This design comes from an exercise in tuning for small area on the open sky130 flow, not from production work.
In this exercise RTL edits were held to simulation tests only and were not proved equivalent to the original.
Power is estimated from default activity; no workload was simulated. The clock port is modelled as an ideal driver; clocking choices that lean on that would not hold on a real chip.

## onyx
Design UARTinterface, start of the top module:
module UARTinterface(
		input CLK, RST, WRITE_TO_TX_BUFFER, READ_BUFFER, SET_BR, SET_MODE,
		input [31:0] DATA_IN__CONFIG,
		output [7:0] DATA_OUT,
		output INTERRUPT, BUSY, PARITY,
		input RX,
		output TX
	);
	wire baudclk, baudclkx32;
	baudPLL pll(
		.CLK(CLK),
		.RST(RST),
		.SET(SET_BR),
		.BAUDRATE(DATA_IN__CONFIG),
		.BAUD_TICK(baudclk),
		.BAUD_TICK_X32(baudclkx32)
	);
	reg [1:0] mode;
	always@(posedge CLK or negedge RST) begin
		if (~RST)
			mode <= 2'b0;
		else if (SET_MODE)
			mode <= DATA_IN__CONFIG[1:0];
	end
	wire tx_avail, tx_busy;
	wire [7:0] tx_byte;
	wire tx_pop = tx_avail & ~tx_busy;
	tx_fifo tx_buffer(
		.CLK(CLK),
		.RST(RST),
		.RD(tx_pop),
		.WR(WRITE_TO_TX_BUFFER),
		.DIN(DATA_IN__CONFIG[7:0]),
		.RDATA(tx_byte),
		.NOT_EMPTY(tx_avail),
		.FULL(BUSY)
	);
	tx tx(
		.CLK(CLK),
		.BAUD(baudclk),
		.RST(RST),
		.POP(tx_pop),
		.DATA(tx_byte),
		.MODE(mode),
		.TX(TX),
		.BUSY(tx_busy)
	);
	wire [7:0] rx_byte;
	wire rx_done, rx_parity;
	wire [8:0] rx_word;
	reg  [8:0] current_read;
	rx rx(
		.CLK(CLK),
		.TICK(baudclkx32),
		.RST(RST),
		.RX(RX),
		.MODE(mode),
		.DATA_DONE(rx_done),
		.DATA(rx_byte),
		.PARITY(rx_parity)
	);
	rx_fifo #(.W(9)) rx_buffer(
		.CLK(CLK),
		.RST(RST),
		.RD(READ_BUFFER),
		.WR(rx_done),
		.DIN({rx_parity, rx_byte}),
		.RDATA(rx_word),
		.NOT_EMPTY(INTERRUPT)
	);
	always@(posedge CLK)
		if (READ_BUFFER) current_read <= rx_word;
	assign DATA_OUT = current_read[7:0];
	assign PARITY = current_read[8];
endmodule
For scale: about 6,800 cells after synthesis, ~51 I/O pins, ~110,000 sq um of cells after synthesis.
clock: 10.0 ns
lec_check: 0
cap_margin: 0
core_margin: 2
core_utilization: 50
cts_buf_list: sky130_fd_sc_hd__clkbuf_16
cts_cluster_diameter: 100
cts_cluster_size: 30
place_density: 0.65
slew_margin: 0
run.sh (not shown) runs the stock make flow with config.mk's settings and CLKGATE_MAP_FILE= SYNTH_SCRIPT=/design/flow/synth_recipe.tcl, a recipe that flattens the netlist after the stock synthesis.
Here is what was changed in the inputs of umber compared with onyx.
- CORE_UTILIZATION now 40, was 50
- CAP_MARGIN now 20, was 0
- PLACE_DENSITY now 0.5, was 0.65
- SLEW_MARGIN now 20, was 0
Results
Cell-internal power deteriorates in umber relative to onyx.
Post-layout total power, umber and onyx, higher one = umber.
Max number of buffers on the longest clock path across umber and onyx: umber
umber against onyx: placed standard-cell area higher; number of setup buffers added after CTS roughly the same.
umber ended up with a higher number of diodes than onyx did.
Here is what was changed in the inputs of delta compared with umber.
- CAP_MARGIN now 0, was 20
- SLEW_MARGIN now 0, was 20
==> comparison <==
delta finished end to end and its layout was clean on timing, DRC and antenna.
delta -> umber: total wire length after detailed routing flat
Power consumed by the clock network improves in delta relative to umber.
[compare] base=umber new=delta: design area has remained practically unchanged; number of cells on the worst reg-to-reg path has decreased.
#### Input delta (sierra over delta)
- changing PLACE_DENSITY from 0.5 to 0.65
- changing CAP_MARGIN from 0 to 10
- changing CORE_UTILIZATION from 40 to 50
- changing SLEW_MARGIN from 0 to 10
==> flow/flow/run.sh (new file) <==
#!/bin/bash
# Layout flow: the standard flow (standard.sh) unchanged, with two settings
# passed through the environment to the ORFS scripts:
#  - ports are buffered with the smallest buffer, sky130_fd_sc_hd__buf_1;
#  - clock tree synthesis does not add dummy loads.
# The whole output of the flow goes to flow_run.log in this folder; each ORFS
# step also keeps its own log under orfs/logs.
set -o pipefail
export BUFFER_PORTS_ARGS="-buffer_cell sky130_fd_sc_hd__buf_1"
export CTS_ARGS="-sink_clustering_enable -repair_clock_nets -dont_use_dummy_load -buf_list sky130_fd_sc_hd__clkbuf_16 -sink_clustering_size 30 -sink_clustering_max_diameter 100"
bash standard.sh > flow_run.log 2>&1
==> flow/standard.sh (new file) <==
#!/bin/bash
# synth_recipe.tcl (not shown) runs the flow's synth.tcl, then flattens the netlist and writes it again
# the make line also repeats each setting of config.mk as NAME=value (left out here)
make -C /OpenROAD-flow-scripts/flow DESIGN_CONFIG=/design/flow/config.mk WORK_HOME=/design/flow/orfs CLKGATE_MAP_FILE= SYNTH_SCRIPT=/design/flow/synth_recipe.tcl "${@:-finish}"
removed: flow/run.sh
==> summary.txt <==
sierra ended up with a higher maximum ir drop on the vdd rail than delta did. For the post-route minimum period, sierra came in 0.54 ns lower than delta did. sierra | stages: all done | timing, DRC, antenna: all pass. sierra vs. delta: number of detailed-routing iterations run before antenna repair went up by 2. On net count of the finished layout, sierra tracks delta almost exactly.

* * *

UARTinterface, a different RTL version from the one above (not shown whole).
For scale: ~6600 cells after synthesis, roughly 110000 sq um of cells after synthesis.
Design UARTinterface, start of the top module:
module UARTinterface(
		input CLK, RST, WRITE_TO_TX_BUFFER, READ_BUFFER, SET_BR, SET_MODE,
		input [31:0] DATA_IN__CONFIG,
		output [7:0] DATA_OUT,
		output INTERRUPT, BUSY, PARITY,
		input RX,
		output TX
	);
	wire baudclk, baudclkx32;
	baudPLL pll(
		.CLK(CLK),
		.RST(RST),
		.SET(SET_BR),
		.BAUDRATE(DATA_IN__CONFIG),
		.BAUD_TICK(baudclk),
		.BAUD_TICK_X32(baudclkx32)
	);
	reg [1:0] mode;
	always@(posedge CLK or negedge RST) begin
		if (~RST)
			mode <= 2'b0;
		else if (SET_MODE)
			mode <= DATA_IN__CONFIG[1:0];
	end
	wire tx_avail, tx_busy;
	wire [7:0] tx_byte;
	wire tx_pop = tx_avail & ~tx_busy;
	tx_fifo tx_buffer(
		.CLK(CLK),
		.RST(RST),
		.RD(tx_pop),
		.WR(WRITE_TO_TX_BUFFER),
		.DIN(DATA_IN__CONFIG[7:0]),
		.RDATA(tx_byte),
		.NOT_EMPTY(tx_avail),
		.FULL(BUSY)
	);
	tx tx(
		.CLK(CLK),
		.BAUD(baudclk),
		.RST(RST),
		.POP(tx_pop),
		.DATA(tx_byte),
		.MODE(mode),
		.TX(TX),
		.BUSY(tx_busy)
	);
	wire [7:0] rx_byte;
	wire rx_done, rx_parity;
	wire [8:0] rx_word;
	reg  [8:0] current_read;
	rx rx(
		.CLK(CLK),
		.TICK(baudclkx32),
		.RST(RST),
		.RX(RX),
		.MODE(mode),
		.DATA_DONE(rx_done),
		.DATA(rx_byte),
		.PARITY(rx_parity)
	);
	rx_fifo #(.W(9)) rx_buffer(
		.CLK(CLK),
		.RST(RST),
  ...
Settings: LEC_CHECK=0, CAP_MARGIN=10, CORE_MARGIN=2, CORE_UTILIZATION=45, CTS_BUF_LIST=sky130_fd_sc_hd__clkbuf_16, CTS_CLUSTER_DIAMETER=100, CTS_CLUSTER_SIZE=30, PLACE_DENSITY=0.6, SLEW_MARGIN=10; clock period 10.0 ns.
standard.sh (not shown) runs the stock make flow with config.mk's settings and CLKGATE_MAP_FILE= SYNTH_SCRIPT=/design/flow/synth_recipe.tcl, a recipe that flattens the netlist after the stock synthesis.
==> flow/flow/run.sh <==
#!/bin/bash
# Layout flow: the standard flow (standard.sh) unchanged, with two settings
# passed through the environment to the ORFS scripts:
#  - ports are buffered with the smallest buffer, sky130_fd_sc_hd__buf_1;
#  - clock tree synthesis does not add dummy loads.
# The whole output of the flow goes to flow_run.log in this folder; each ORFS
# step also keeps its own log under orfs/logs.
set -o pipefail
export BUFFER_PORTS_ARGS="-buffer_cell sky130_fd_sc_hd__buf_1"
export CTS_ARGS="-sink_clustering_enable -repair_clock_nets -dont_use_dummy_load -buf_list sky130_fd_sc_hd__clkbuf_16 -sink_clustering_size 30 -sink_clustering_max_diameter 100"
bash standard.sh > flow_run.log 2>&1
Change:
--- a/flow/config.mk
+++ b/flow/config.mk
@@ -8,8 +8,8 @@
 export CAP_MARGIN = 10
 export CORE_MARGIN = 2
-export CORE_UTILIZATION = 45
+export CORE_UTILIZATION = 50
 export CTS_BUF_LIST = sky130_fd_sc_hd__clkbuf_16
 export CTS_CLUSTER_DIAMETER = 100
 export CTS_CLUSTER_SIZE = 30
-export PLACE_DENSITY = 0.6
+export PLACE_DENSITY = 0.65
 export SLEW_MARGIN = 10
Outcome: Utilization goes up by 5.2 points. Setup slack improved by 0.20 ns. Routed wire length rises by 2.3%.
Change:
--- a/flow/config.mk
+++ b/flow/config.mk
@@ -12,4 +12,5 @@
 export CTS_CLUSTER_DIAMETER = 100
 export CTS_CLUSTER_SIZE = 30
+export GPL_TIMING_DRIVEN = 0
 export PLACE_DENSITY = 0.65
 export SLEW_MARGIN = 10
=>
- cell area rose by 0.60%
- non-clock buffer count grows by 144
- sequential power is about the same
- total power is about the same
- routed wire length is lower by 1.9%
- fmax fell by 14%
- sequential share of layout area shrinks by 0.48 points
- utilization climbs by 0.32 points
- register-to-register slack got worse by 0.67 ns

* * *

UARTinterface, a different RTL version from the one above (not shown whole).
For scale: ~6,500 cells after synthesis, ~4,600 flip-flops, roughly 51 I/O pins.
// UARTinterface
module UARTinterface(
		input CLK, RST, WRITE_TO_TX_BUFFER, READ_BUFFER, SET_BR, SET_MODE,
		input [31:0] DATA_IN__CONFIG,
		output [7:0] DATA_OUT,
		output INTERRUPT, BUSY, PARITY,
		input RX,
		output TX
	);
export LEC_CHECK = 0
export CAP_MARGIN = 10
export CORE_MARGIN = 2
export CORE_UTILIZATION = 45
export CTS_BUF_LIST = sky130_fd_sc_hd__clkbuf_16
export CTS_CLUSTER_DIAMETER = 70
export CTS_CLUSTER_SIZE = 31
export PLACE_DENSITY = 0.6
export SLEW_MARGIN = 10
create_clock -name core_clock -period 10.0 [get_ports {CLK}]
==> flow/flow/run.sh <==
#!/bin/bash
# Layout flow: the standard flow (standard.sh) unchanged, with settings
# passed through the environment to the ORFS scripts:
#  - ports are buffered with the smallest buffer, sky130_fd_sc_hd__buf_1;
#  - clock tree synthesis builds the tree from sky130_fd_sc_hd__buf_12 (as
#    strong as clkbuf_16 at the leaf loads here, with 20% less area), clusters
#    up to 31 sinks within 70 um per leaf buffer and adds no dummy loads.
# The whole output of the flow goes to flow_run.log in this folder; each ORFS
# step also keeps its own log under orfs/logs.
set -o pipefail
export BUFFER_PORTS_ARGS="-buffer_cell sky130_fd_sc_hd__buf_1"
export CTS_ARGS="-sink_clustering_enable -repair_clock_nets -dont_use_dummy_load -buf_list sky130_fd_sc_hd__buf_12 -sink_clustering_size 31 -sink_clustering_max_diameter 70"
bash standard.sh > flow_run.log 2>&1
Rerun with:
==> flow/flow/run.sh (replaced) <==
#!/bin/bash
# Layout flow: the standard flow (standard.sh) unchanged, with two settings
# passed through the environment to the ORFS scripts:
#  - ports are buffered with the smallest buffer, sky130_fd_sc_hd__buf_1;
#  - clock tree synthesis does not add dummy loads.
# The whole output of the flow goes to flow_run.log in this folder; each ORFS
# step also keeps its own log under orfs/logs.
set -o pipefail
export BUFFER_PORTS_ARGS="-buffer_cell sky130_fd_sc_hd__buf_1"
export CTS_ARGS="-sink_clustering_enable -repair_clock_nets -dont_use_dummy_load -buf_list sky130_fd_sc_hd__clkbuf_16 -sink_clustering_size 33 -sink_clustering_max_diameter 90"
bash standard.sh > flow_run.log 2>&1
Settings changed: CORE_UTILIZATION 45 to 50, CTS_CLUSTER_DIAMETER 70 to 90, CTS_CLUSTER_SIZE 31 to 33, PLACE_DENSITY 0.6 to 0.65.
Effect: Cell area is about the same. Die area shrinks by 9.9%. Core utilization rises by 5.6 points.

* * *

UARTinterface, a different RTL version from the one above (not shown whole).
Size in the first run: roughly 6800 cells after synthesis, about 51 I/O pins.
clock: 10.0 ns
lec_check: 0
cap_margin: 20
core_margin: 2
core_utilization: 40
cts_buf_list: sky130_fd_sc_hd__clkbuf_16
cts_cluster_diameter: 40
cts_cluster_size: 30
place_density: 0.5
slew_margin: 20
run.sh (not shown) runs the stock make flow with config.mk's settings and CLKGATE_MAP_FILE= SYNTH_SCRIPT=/design/flow/synth_recipe.tcl, a recipe that flattens the netlist after the stock synthesis.
Stock flow here: none of the scripts above is used.
The baseline produced a clean layout.
Next try:
CTS_CLUSTER_DIAMETER = 100   (was 40)
=> The new run ran to the end with no violations. Wire length decreases by 2.4%. Cell area shrinks by 7.9%. Core utilization went down by 3.8 points. Area after synthesis is unchanged. Fmax fell by 0.90%. Power fell by 21%. Clock skew stays flat. Register-to-register slack stays flat. Combinational power is about the same. Synthesized cell count is unchanged.
Next try:
CTS_CLUSTER_DIAMETER = 50   (was 100)
CTS_CLUSTER_SIZE = 25   (was 30)
- The changed run went through all stages and came out clean
- clock skew is lower by 15 ps
- wire length is higher by 1.9%
- cell count is higher by 4.2%
- non-clock buffer count stays the same
- total power is higher by 20%
Next try:
CTS_CLUSTER_DIAMETER = 100   (was 50)
CTS_CLUSTER_SIZE = 27   (was 25)
Result:
- final area goes down by a few percent
- worst hold slack loses 4.7 ps
- clock-buffer cell count decreases by 160
- area after synthesis does not change
- routed wire length drops slightly
- non-clock buffer count falls by 1
- clock power drops by well over a third

* * *

UARTinterface with an RTL version that a note above also has.
For scale: roughly 6,500 cells after synthesis, ~4,600 flip-flops, about 51 I/O pins, roughly 0.11 mm² of cells after synthesis.
export LEC_CHECK = 0
export CAP_MARGIN = 5
export CORE_MARGIN = 2
export CORE_UTILIZATION = 50
export CTS_BUF_LIST = sky130_fd_sc_hd__clkbuf_16
export CTS_CLUSTER_DIAMETER = 70
export CTS_CLUSTER_SIZE = 31
export PLACE_DENSITY = 0.65
export SLEW_MARGIN = 5
create_clock -name core_clock -period 10.0 [get_ports {CLK}]
standard.sh (not shown) runs the stock make flow with config.mk's settings and CLKGATE_MAP_FILE= SYNTH_SCRIPT=/design/flow/synth_recipe.tcl, a recipe that flattens the netlist after the stock synthesis.
==> flow/flow/run.sh <==
#!/bin/bash
# Layout flow: the standard flow (standard.sh) unchanged, with settings
# passed through the environment to the ORFS scripts:
#  - ports are buffered with the smallest buffer, sky130_fd_sc_hd__buf_1;
#  - clock tree synthesis builds the tree from sky130_fd_sc_hd__buf_12 (as
#    strong as clkbuf_16 at the leaf loads here, with 20% less area), clusters
#    up to 31 sinks within 70 um per leaf buffer and adds no dummy loads.
# The whole output of the flow goes to flow_run.log in this folder; each ORFS
# step also keeps its own log under orfs/logs.
set -o pipefail
export BUFFER_PORTS_ARGS="-buffer_cell sky130_fd_sc_hd__buf_1"
export CTS_ARGS="-sink_clustering_enable -repair_clock_nets -dont_use_dummy_load -buf_list sky130_fd_sc_hd__buf_12 -sink_clustering_size 31 -sink_clustering_max_diameter 70"
bash standard.sh > flow_run.log 2>&1
Edit:
==> flow/flow/run.sh (replaced) <==
#!/bin/bash
# Layout flow: the standard flow (standard.sh) unchanged, with two settings
# passed through the environment to the ORFS scripts:
#  - ports are buffered with the smallest buffer, sky130_fd_sc_hd__buf_1;
#  - clock tree synthesis does not add dummy loads.
# The whole output of the flow goes to flow_run.log in this folder; each ORFS
# step also keeps its own log under orfs/logs.
set -o pipefail
export BUFFER_PORTS_ARGS="-buffer_cell sky130_fd_sc_hd__buf_1"
export CTS_ARGS="-sink_clustering_enable -repair_clock_nets -dont_use_dummy_load -buf_list sky130_fd_sc_hd__clkbuf_16 -sink_clustering_size 30 -sink_clustering_max_diameter 100"
bash standard.sh > flow_run.log 2>&1
--- a/flow/config.mk
+++ b/flow/config.mk
@@ -6,10 +6,10 @@
 export NUM_CORES = 8
 export LEC_CHECK = 0
-export CAP_MARGIN = 5
+export CAP_MARGIN = 10
 export CORE_MARGIN = 2
 export CORE_UTILIZATION = 50
 export CTS_BUF_LIST = sky130_fd_sc_hd__clkbuf_16
-export CTS_CLUSTER_DIAMETER = 70
-export CTS_CLUSTER_SIZE = 31
+export CTS_CLUSTER_DIAMETER = 100
+export CTS_CLUSTER_SIZE = 30
 export PLACE_DENSITY = 0.65
-export SLEW_MARGIN = 5
+export SLEW_MARGIN = 10
After rerunning: Routed wire length hardly moves. Cell area went up slightly. Synthesized cell count stays the same. Final cell count stays flat. Sequential share of layout area went down by 0.57 points. Non-clock buffer count went up by 1. Global-route usage barely changes. Clock-buffer cell count went down by 4. Die area stays the same. Clock skew went down by 0.027 ns. Register-to-register slack gains 0.05 ns.
Edit:
--- a/flow/flow/run.sh
+++ b/flow/flow/run.sh
@@ -8,4 +8,4 @@
 set -o pipefail
 export BUFFER_PORTS_ARGS="-buffer_cell sky130_fd_sc_hd__buf_1"
-export CTS_ARGS="-sink_clustering_enable -repair_clock_nets -dont_use_dummy_load -buf_list sky130_fd_sc_hd__clkbuf_16 -sink_clustering_size 30 -sink_clustering_max_diameter 100"
+export CTS_ARGS="-sink_clustering_enable -repair_clock_nets -dont_use_dummy_load -buf_list sky130_fd_sc_hd__clkbuf_16 -sink_clustering_size 36 -sink_clustering_max_diameter 70"
 bash standard.sh > flow_run.log 2>&1
--- a/flow/config.mk
+++ b/flow/config.mk
@@ -10,6 +10,6 @@
 export CORE_UTILIZATION = 50
 export CTS_BUF_LIST = sky130_fd_sc_hd__clkbuf_16
-export CTS_CLUSTER_DIAMETER = 100
-export CTS_CLUSTER_SIZE = 30
+export CTS_CLUSTER_DIAMETER = 70
+export CTS_CLUSTER_SIZE = 36
 export PLACE_DENSITY = 0.65
 export SLEW_MARGIN = 10
Outcome:
- worst setup slack got worse by 0.12 ns
- total power falls slightly
- global-route usage is about the same
- combinational power stays flat
- non-clock buffer count stays the same
- clock skew rises by 0.010 ns
- sequential share of layout area rises by 0.17 points
Edit:
--- a/flow/flow/run.sh
+++ b/flow/flow/run.sh
@@ -8,4 +8,4 @@
 set -o pipefail
 export BUFFER_PORTS_ARGS="-buffer_cell sky130_fd_sc_hd__buf_1"
-export CTS_ARGS="-sink_clustering_enable -repair_clock_nets -dont_use_dummy_load -buf_list sky130_fd_sc_hd__clkbuf_16 -sink_clustering_size 36 -sink_clustering_max_diameter 70"
+export CTS_ARGS="-sink_clustering_enable -repair_clock_nets -dont_use_dummy_load -buf_list sky130_fd_sc_hd__buf_12 -sink_clustering_size 30 -sink_clustering_max_diameter 100"
 bash standard.sh > flow_run.log 2>&1
--- a/flow/config.mk
+++ b/flow/config.mk
@@ -10,6 +10,6 @@
 export CORE_UTILIZATION = 50
 export CTS_BUF_LIST = sky130_fd_sc_hd__clkbuf_16
-export CTS_CLUSTER_DIAMETER = 70
-export CTS_CLUSTER_SIZE = 36
+export CTS_CLUSTER_DIAMETER = 100
+export CTS_CLUSTER_SIZE = 30
 export PLACE_DENSITY = 0.65
 export SLEW_MARGIN = 10
Outcome:
- sequential power is about the same
- routed wire length stays flat
- worst setup slack gains 0.13 ns
- core utilization decreases by 0.29 points

[re-timing with driven ports]
The results above use ideal ports. As a check the final layouts listed here were re-extracted and re-timed, cells and wires unchanged. Step 1: set_driving_cell puts a clkbuf_16 on CLK and a buf_2 on each other input, an assumption about the parent block. Step 2 moves the port delays by t, midway between the first and last clock arrival at a register: inputs arrive t later, outputs are due t later. That takes back most of the time a late clock gives input paths. Slacks: ideal ports / drivers / drivers and shift; pairs: ideal ports / drivers.
run | t (ns) | slack for setup (ns) | worst data-port slew with drivers (ns)
onyx | 0.912 | 5.350 / 5.388 / 4.502 | 0.07
umber | 0.945 | 5.393 / 5.462 / 4.517 | 0.06
delta | 0.943 | 5.053 / 5.122 / 4.179 | 0.07
sierra | 0.889 | 5.591 / 5.591 / 4.873 | 0.08
the first run of note 2 | 0.905 | 5.598 / 5.598 / 5.065 | 0.12
the second run of note 2 | 0.911 | 5.796 / 5.796 / 5.463 | 0.06
the third run of note 2 | 0.909 | 5.122 / 5.122 / 4.816 | 0.12
the first run of note 3 | 0.858 | 5.613 / 5.671 / 4.813 | 0.13
the second run of note 3 | 0.889 | 5.307 / 5.371 / 4.482 | 0.08
the first run of note 4 | 0.994 | 5.672 / 5.587 / 5.167 | 0.11
the second run of note 4 | 0.959 | 5.633 / 5.543 / 5.241 | 0.10
the third run of note 4 | 0.995 | 5.676 / 5.587 / 5.208 | 0.11
the fourth run of note 4 | 0.952 | 5.634 / 5.544 / 5.200 | 0.10
the first run of note 5 | 0.849 | 5.248 / 5.314 / 4.465 | 0.08
the second run of note 5 | 0.881 | 5.363 / 5.431 / 4.551 | 0.09
the third run of note 5 | 0.881 | 5.242 / 5.302 / 4.424 | 0.08
the fourth run of note 5 | 0.842 | 5.370 / 5.435 / 4.593 | 0.08
After both steps setup and hold are still met in every run listed. The setup slack of umber, which loses most, moves by +0.069 ns with the drivers and by -0.876 ns with both steps.
